This is an optimization exercise on Yosys and OpenROAD, whose aim is small area, a short achievable clock period and few clock cycles per item, not a production implementation.
At most, simulation tests tie the RTL to the original design; equivalence was not proved.
No activity file was given, so power comes from the tool's default toggle rates.

v6:
==> flow/design.v <==
module JAM (
input CLK,
input RST,
output reg [2:0] W,
output reg [2:0] J,
input [6:0] Cost,
output [3:0] MatchCount,
output reg [9:0] MinCost,
output reg Valid );
localparam K_NONE = 3'd0, K_CR = 3'd1, K_INIT = 3'd2, K_H = 3'd3, K_SCAN = 3'd4, K_EXT = 3'd5;
localparam S_CR = 0, S_WCR = 1, S_INIT = 2, S_WROW = 3, S_HB = 4, S_SCAN = 5,
           S_EXT = 6, S_WEXT = 7, S_RY = 8, S_RYW = 9, S_RYW2 = 10, S_DONE = 11;
function [3:0] mul16;
    input [3:0] a, b;
    reg [7:0] t;
    begin
        t = a * b;
        mul16 = t[3:0];
    end
endfunction
function [7:0] lowbit;
    input [7:0] x;
    integer m;
    reg seen;
    begin
        seen = 1'b0;
        for (m = 0; m < 8; m = m + 1) begin
            lowbit[m] = x[m] & ~seen;
            seen = seen | x[m];
        end
    end
endfunction
function [2:0] low3;
    input [7:0] x;
    integer m;
    begin
        low3 = 3'd0;
        for (m = 7; m >= 0; m = m - 1)
            if (x[m]) low3 = m;
    end
endfunction
reg [11:0] st;
reg [2:0] ak;           
reg       afirst, alast;
reg [7:0] off;          
reg [9:0] corr;         
reg       fsc;          
reg [2:0] bk;           
reg       ev;           
reg       accf, dfd;    
reg [7:0] rowasg;       
reg       aug_on;
reg       s1v;
reg [7:0] vo;           
reg [2:0] bi, bj;
reg       bfirst, blast;
reg [8:0] cs;           
reg [7:0] dA, dB;       
reg [7:0] v [0:7];      
reg [7:0] d [0:7];      
reg [2:0] prow [0:7];   
reg [7:0] pval;         
reg [2:0] way [0:7];    
reg [7:0] wset;         
reg [7:0] ready;
reg [7:0] rv; reg rtb; reg [2:0] rj; reg [7:0] rmask; reg [3:0] rcnt;
reg [7:0] mu; reg [2:0] jst; reg jst_m;
reg [2:0] cbj;           
reg       fresh;        
reg [2:0] row_cur, aug_row, aug_j;
reg [7:0] pend;
reg [7:0] Fm;           
reg [3:0] rs [0:7];     
reg [7:0] Gp, Xg, B, cr, cu;
reg       fin, par;
reg [3:0] racc;
assign MatchCount = racc;
wire is_cr = bk == K_CR, is_init = bk == K_INIT, is_scan = bk == K_SCAN, is_ext = bk == K_EXT;
wire       ctb = is_cr ? (rowasg[bi] || (accf && !rtb && rj == bi)) : is_ext ? 1'b0 : pval[bj];
wire       lt = cs < {1'b0, dB};
wire       k1 = {cs, ctb} < {1'b0, rv, rtb};
wire       k2 = {dB, ctb} < {rv, rtb};
wire       take = bfirst || (is_scan && !lt ? k2 : k1);
wire [7:0] cv = is_scan && !lt ? dB : cs[7:0];
wire [7:0] fv = take ? cv : rv;
wire       ftb = take ? ctb : rtb;
wire [2:0] cidx = is_cr ? bi : bj;
wire [2:0] fidx = take ? cidx : rj;
wire [7:0] ohj = 8'd1 << bj;
wire [7:0] ohc = 8'd1 << cidx;
wire [7:0] ohr = 8'd1 << rj;
wire       ceq = cs[7:0] == rv;
wire [7:0] fmask = (bfirst || k1) ? ohj : ceq ? (rmask | ohj) : rmask;
wire [3:0] fcnt = (bfirst || k1) ? 4'd1 : ceq ? rcnt + 4'd1 : rcnt;
wire       decide = ev && st[S_WROW];
wire       dec_free = decide && !jst_m;
wire       dec_exp = decide && jst_m;
wire       start_next = (ev && st[S_WCR]) || dec_free;
wire [7:0] rowasg_f = rowasg | ((accf && !rtb) ? (8'd1 << rj) : 8'd0);
wire       any_todo = ~rowasg_f != 8'd0;
reg  [2:0] next_row;
integer k;
always @* begin
    next_row = 3'd0;
    for (k = 7; k >= 0; k = k - 1)
        if (!rowasg_f[k]) next_row = k;
end
reg  [7:0] vv, dv;
always @* begin
    vv = 8'd0; dv = 8'd0;
    for (k = 0; k < 8; k = k + 1) begin
        vv = vv | (v[k] & {8{vo[k]}});
        dv = dv | (d[k] & {8{vo[k]}});
    end
end
wire [9:0] vx = {{2{vv[7]}}, vv};
wire       rdy = (ready & vo) != 8'd0;
wire [9:0] cnew = rdy ? -{2'b00, mu} : (st[S_WROW] && jst_m) ? {2'b00, mu} : 10'd0;
wire [9:0] ceff = fsc ? {cs[8], cs} : corr;
wire [7:0] pend_n = pend & ~vo;
wire       slast = pend_n == 8'd0;
wire [7:0] pend_0 = ~ready & ~vo;    
wire [2:0] vo_e = {vo[4] | vo[5] | vo[6] | vo[7], vo[2] | vo[3] | vo[6] | vo[7], vo[1] | vo[3] | vo[5] | vo[7]};
wire [7:0] vo_r = {vo[6:0], vo[7]};
wire [7:0] Gc = ~Fm;
wire [7:0] u0c = lowbit(Gc);
wire [7:0] G1 = Gc & ~u0c;
wire [7:0] Bn = (B - Gp) & Gp;
reg  [7:0] tcol;        
always @* begin
    for (k = 0; k < 8; k = k + 1)
        tcol[k] = (d[k] & cr) != 8'd0;
end
wire       cin = (Xg & cr) != 8'd0;    
reg [15:0] pp0, pp1;
reg       pv1, par1;
reg [3:0] ra [0:7];
reg [3:0] rb [0:7];
always @* begin
    for (k = 0; k < 8; k = k + 1) begin
        ra[k] = rs[k];
        rb[k] = rs[k] - {3'b000, cu[k]};
    end
end
always @(posedge CLK) begin
    pp0 <= {mul16(ra[0], ra[1]), mul16(ra[2], ra[3]), mul16(ra[4], ra[5]), mul16(ra[6], ra[7])};
    pp1 <= {mul16(rb[0], rb[1]), mul16(rb[2], rb[3]), mul16(rb[4], rb[5]), mul16(rb[6], rb[7])};
end
reg  [7:0] q0, q1;
reg        par2, s2v;
always @(posedge CLK) begin
    q0 <= {mul16(pp0[15:12], pp0[11:8]), mul16(pp0[7:4], pp0[3:0])};
    q1 <= pv1 ? {mul16(pp1[15:12], pp1[11:8]), mul16(pp1[7:4], pp1[3:0])} : 8'd0;
    par2 <= par1;
end
wire [3:0] prod0 = mul16(q0[7:4], q0[3:0]);
wire [3:0] prod1 = mul16(q1[7:4], q1[3:0]);
wire [3:0] tsum = par2 ? prod1 - prod0 : prod0 - prod1;
always @(posedge CLK or posedge RST) begin
    if (RST) begin
        st <= 12'd1 << S_CR; W <= 3'd0; J <= 3'd0; ak <= K_CR; afirst <= 1'b1; alast <= 1'b0;
        off <= 8'd0; corr <= 10'd0; bk <= K_NONE; ev <= 1'b0; accf <= 1'b0; dfd <= 1'b0;
        rowasg <= 8'd0; aug_on <= 1'b0; s1v <= 1'b0; s2v <= 1'b0; Valid <= 1'b0; MinCost <= 10'd0; vo <= 8'd1;
    end else begin
        bk <= ak;
        ev <= blast && ((is_cr && bj == 3'd7) || is_init || is_scan || (is_ext && bi == 3'd7));
        if (blast && (is_init || is_scan)) vo <= take ? (ctb ? ohc : 8'd1) : (rtb ? ohr : 8'd1);
        accf <= blast && is_cr;
        dfd <= dec_free;
        if (accf || dfd) MinCost <= MinCost + {2'b00, rv};
        if (accf && !rtb) rowasg[rj] <= 1'b1;
        if (dec_free) aug_on <= 1'b1;
        else if (aug_on) aug_on <= wset[aug_j];
        s1v <= st[S_RY];
        s2v <= s1v;
        off <= vv; corr <= cnew;
            if (st[S_CR]) begin
                if (W == 3'd7 && J == 3'd7) begin
                    st <= 12'd1 << S_WCR; ak <= K_NONE;
                end else begin
                    W <= W + 3'd1; if (W == 3'd7) J <= J + 3'd1;
                    ak <= K_CR; afirst <= W == 3'd7; alast <= W == 3'd6;
                end
                off <= 8'd0; corr <= 10'd0;
            end
            if (st[S_INIT]) begin
                J <= vo_e; vo <= vo_r;
                ak <= K_INIT; afirst <= 1'b0; alast <= vo[7];
                if (vo[7]) st <= 12'd1 << S_WROW;
            end
            if (st[S_SCAN]) begin
                J <= vo_e; vo <= slast ? 8'd1 : lowbit(pend_n);
                ak <= K_SCAN; afirst <= ak == K_H; alast <= slast;
                corr <= ceff;
                if (slast) st <= 12'd1 << S_WROW;
            end
            if (st[S_EXT]) begin
                if (W == 3'd7 && J == 3'd7) begin
                    st <= 12'd1 << S_WEXT; ak <= K_NONE;
                end else begin
                    J <= vo_e; vo <= vo_r; if (J == 3'd7) W <= W + 3'd1;
                    ak <= K_EXT; afirst <= J == 3'd7; alast <= J == 3'd6;
                end
            end
            if (st[S_WCR] || st[S_WROW]) begin
                ak <= K_NONE;
                if (dec_exp) begin
                    W <= prow[jst]; J <= jst; ak <= K_H; afirst <= 1'b0; alast <= 1'b0;
                    vo <= lowbit(pend_0); st <= 12'd1 << S_SCAN;
                end
            end
            if (st[S_WEXT]) begin
                ak <= K_NONE;
                if (ev) st <= 12'd1 << S_RY;
            end
            if (st[S_RY]) if (fin) st <= 12'd1 << S_RYW;
            if (st[S_RYW]) st <= 12'd1 << S_RYW2;
            if (st[S_RYW2]) begin Valid <= 1'b1; st <= 12'd1 << S_DONE; end
        if (start_next) begin
            J <= 3'd0; vo <= 8'd2; afirst <= 1'b1; alast <= 1'b0;
            if (any_todo) begin
                rowasg[next_row] <= 1'b1; W <= next_row; ak <= K_INIT; st <= 12'd1 << S_INIT;
            end else begin
                W <= 3'd0; ak <= K_EXT; st <= 12'd1 << S_EXT;
            end
        end
    end
end
always @(posedge CLK) begin
    dA <= dv;
    cs <= {3'b000, Cost} - {{2{off[7]}}, off} - ceff;
    fsc <= st[S_SCAN] && ak == K_H;
    dB <= dA;
    bi <= W; bj <= J; bfirst <= afirst; blast <= alast;
    if (ak == K_INIT || ak == K_EXT || ak == K_H) v[J] <= off + corr[7:0];
    if (is_cr || is_init || is_scan || is_ext) begin
        rv <= fv; rtb <= ftb; rj <= fidx; rmask <= fmask; rcnt <= fcnt;
    end
    if (is_init) d[bj] <= cs[7:0];
    if (is_scan && lt) begin
        d[bj] <= cs[7:0]; way[bj] <= jst; wset[bj] <= 1'b1;
    end
    if (blast && (is_init || is_scan)) begin
        mu <= fv; jst <= fidx; jst_m <= ftb;
    end
    if (blast && is_cr) cbj <= bj;
    if (accf) begin
        v[cbj] <= rv; prow[cbj] <= rj; pval[cbj] <= ~rtb;
    end
    if (blast && is_ext) begin
        d[bi] <= fmask; rs[bi] <= fcnt;
        if (fcnt == 4'd1) Fm <= Fm | fmask;
    end
    if (st[S_CR]) begin
        ready <= 8'd0; Fm <= 8'd0;
    end
    if ((st[S_INIT] || st[S_EXT]) && vo[7]) ready <= 8'd0;
    if (decide) fresh <= 1'b0;
    if (decide && fresh) wset <= 8'd0;
    if (dec_exp) begin
        ready[jst] <= 1'b1;
        pend <= pend_0;
    end
    if (st[S_SCAN]) pend <= pend_n;
    if (start_next) begin
        fresh <= 1'b1;
        if (any_todo) row_cur <= next_row;
    end
    if (dec_free) begin
        pval[jst] <= 1'b1; aug_j <= jst; aug_row <= row_cur;
    end else if (aug_on) begin
        prow[aug_j] <= wset[aug_j] ? prow[way[aug_j]] : aug_row;
        aug_j <= way[aug_j];
    end
    if (st[S_WEXT]) begin
        Gp <= G1; Xg <= G1; B <= lowbit(G1); cr <= lowbit(G1); fin <= G1 == 8'd0;
        for (k = 0; k < 8; k = k + 1) cu[k] <= (d[k] & u0c) != 8'd0;
        pv1 <= u0c != 8'd0; par <= 1'b0; racc <= 4'd0;
    end
    if (st[S_RY]) begin
        par1 <= par;
        if (!fin) begin
            for (k = 0; k < 8; k = k + 1)
                if (tcol[k]) rs[k] <= rs[k] + {cin, cin, cin, 1'b1};
            Xg <= Xg ^ cr; par <= !par;
            B <= Bn; cr <= lowbit(Bn); fin <= Bn == 8'd0;
        end
    end
    if (s2v) racc <= racc + tsum;
end
endmodule
clock: 5.0 ns
lec_check: 0
cap_margin: 20
core_margin: 2
core_utilization: 70
cts_buf_list: sky130_fd_sc_hd__clkbuf_4
setup_slack_margin: 2.2
slew_margin: 20
run.sh (not shown) runs the stock make flow with config.mk's settings and CLKGATE_MAP_FILE= SYNTH_SCRIPT=/design/flow/synth_recipe.tcl, a recipe that flattens the netlist after the stock synthesis.
#### Input delta (v7 over v6)
--- a/flow/design.v
+++ b/flow/design.v
@@ -84,14 +84,12 @@
 wire [7:0] cv = is_scan && !lt ? dB : cs[7:0];
 wire [7:0] fv = take ? cv : rv;
 wire       ftb = take ? ctb : rtb;
 wire [2:0] cidx = is_cr ? bi : bj;
 wire [2:0] fidx = take ? cidx : rj;
 wire [7:0] ohj = 8'd1 << bj;
-wire [7:0] ohc = 8'd1 << cidx;
-wire [7:0] ohr = 8'd1 << rj;
 wire       ceq = cs[7:0] == rv;
 wire [7:0] fmask = (bfirst || k1) ? ohj : ceq ? (rmask | ohj) : rmask;
 wire [3:0] fcnt = (bfirst || k1) ? 4'd1 : ceq ? rcnt + 4'd1 : rcnt;
 wire       decide = ev && st[S_WROW];
 wire       dec_free = decide && !jst_m;
 wire       dec_exp = decide && jst_m;
@@ -143,31 +141,29 @@
     end
 end
 always @(posedge CLK) begin
     pp0 <= {mul16(ra[0], ra[1]), mul16(ra[2], ra[3]), mul16(ra[4], ra[5]), mul16(ra[6], ra[7])};
     pp1 <= {mul16(rb[0], rb[1]), mul16(rb[2], rb[3]), mul16(rb[4], rb[5]), mul16(rb[6], rb[7])};
 end
-reg  [7:0] q0, q1;
+wire [3:0] prod0 = mul16(mul16(pp0[15:12], pp0[11:8]), mul16(pp0[7:4], pp0[3:0]));
+wire [3:0] prod1 = mul16(mul16(pp1[15:12], pp1[11:8]), mul16(pp1[7:4], pp1[3:0]));
+reg  [3:0] q0, q1;
 reg        par2, s2v;
 always @(posedge CLK) begin
-    q0 <= {mul16(pp0[15:12], pp0[11:8]), mul16(pp0[7:4], pp0[3:0])};
-    q1 <= pv1 ? {mul16(pp1[15:12], pp1[11:8]), mul16(pp1[7:4], pp1[3:0])} : 8'd0;
-    par2 <= par1;
-end
-wire [3:0] prod0 = mul16(q0[7:4], q0[3:0]);
-wire [3:0] prod1 = mul16(q1[7:4], q1[3:0]);
-wire [3:0] tsum = par2 ? prod1 - prod0 : prod0 - prod1;
+    q0 <= prod0; q1 <= pv1 ? prod1 : 4'd0; par2 <= par1;
+end
+wire [3:0] tsum = par2 ? q1 - q0 : q0 - q1;
 always @(posedge CLK or posedge RST) begin
     if (RST) begin
         st <= 12'd1 << S_CR; W <= 3'd0; J <= 3'd0; ak <= K_CR; afirst <= 1'b1; alast <= 1'b0;
         off <= 8'd0; corr <= 10'd0; bk <= K_NONE; ev <= 1'b0; accf <= 1'b0; dfd <= 1'b0;
         rowasg <= 8'd0; aug_on <= 1'b0; s1v <= 1'b0; s2v <= 1'b0; Valid <= 1'b0; MinCost <= 10'd0; vo <= 8'd1;
     end else begin
         bk <= ak;
         ev <= blast && ((is_cr && bj == 3'd7) || is_init || is_scan || (is_ext && bi == 3'd7));
-        if (blast && (is_init || is_scan)) vo <= take ? (ctb ? ohc : 8'd1) : (rtb ? ohr : 8'd1);
+        if (blast && (is_init || is_scan)) vo <= ftb ? (8'd1 << fidx) : 8'd1;
         accf <= blast && is_cr;
         dfd <= dec_free;
         if (accf || dfd) MinCost <= MinCost + {2'b00, rv};
         if (accf && !rtb) rowasg[rj] <= 1'b1;
         if (dec_free) aug_on <= 1'b1;
         else if (aug_on) aug_on <= wset[aug_j];
Results
v6 → v7: worst-margin pin slew dropped 160 ps; core utilization went down; number of multi-input logic gates went up 45; multi-input gate share of total cell area rose by 0.67 points.
Max total power draw across v6 and v7: v6
Unique cell type count in the Yosys netlist ends up lower on v6.
Detailed-route vias per instance across v6 and v7: no real change.
~same final area in v6 and v7
Cmp v6 and v7 / cell count / lower: v6
v7 ends up with higher first-pass GRT wire length than v6 does.
Diff v6 -> v7 | wire length | down slightly
Measured against each other, v6 and v7 differ in cell depth of the worst setup path, the higher figure coming from v7.
Testbench counts of v7, summed over its fixed seeds: cycles 5,819, items 24.
Function not checked in v6: the RTL went through the layout flow alone.

[what the ideal ports hide]
How much do the figures lean on ideal ports? The routed layouts below were timed once more, with nothing changed but the port constraints.
Step 1: set_driving_cell puts a clkbuf_16 on CLK and a buf_2 on each other input, an assumption about the parent block.
Step 2, shift: input delay + t, output delay - t, t = (earliest + latest rising clock arrival at the registers) / 2. This alone moves slack from input paths to output paths.
a / b / c = no drivers / after step 1 / after step 2; a / b = the first two.
run	shift t [ns]	setup WS [ns]	worst hold slack (ns)	worst setup path after step 2	cell pins on the clock port's net
v6	0.916	1.557 / 1.557 / 1.477	0.340 / 0.340 / 0.340	input to register	1
v7	0.936	2.066 / 2.066 / 1.443	0.342 / 0.342 / 0.342	input to register	1
After both steps every run listed still meets setup and hold. For v7, which loses most, drivers alone change the setup slack by 0.000 ns; drivers and shift together by -0.623 ns.
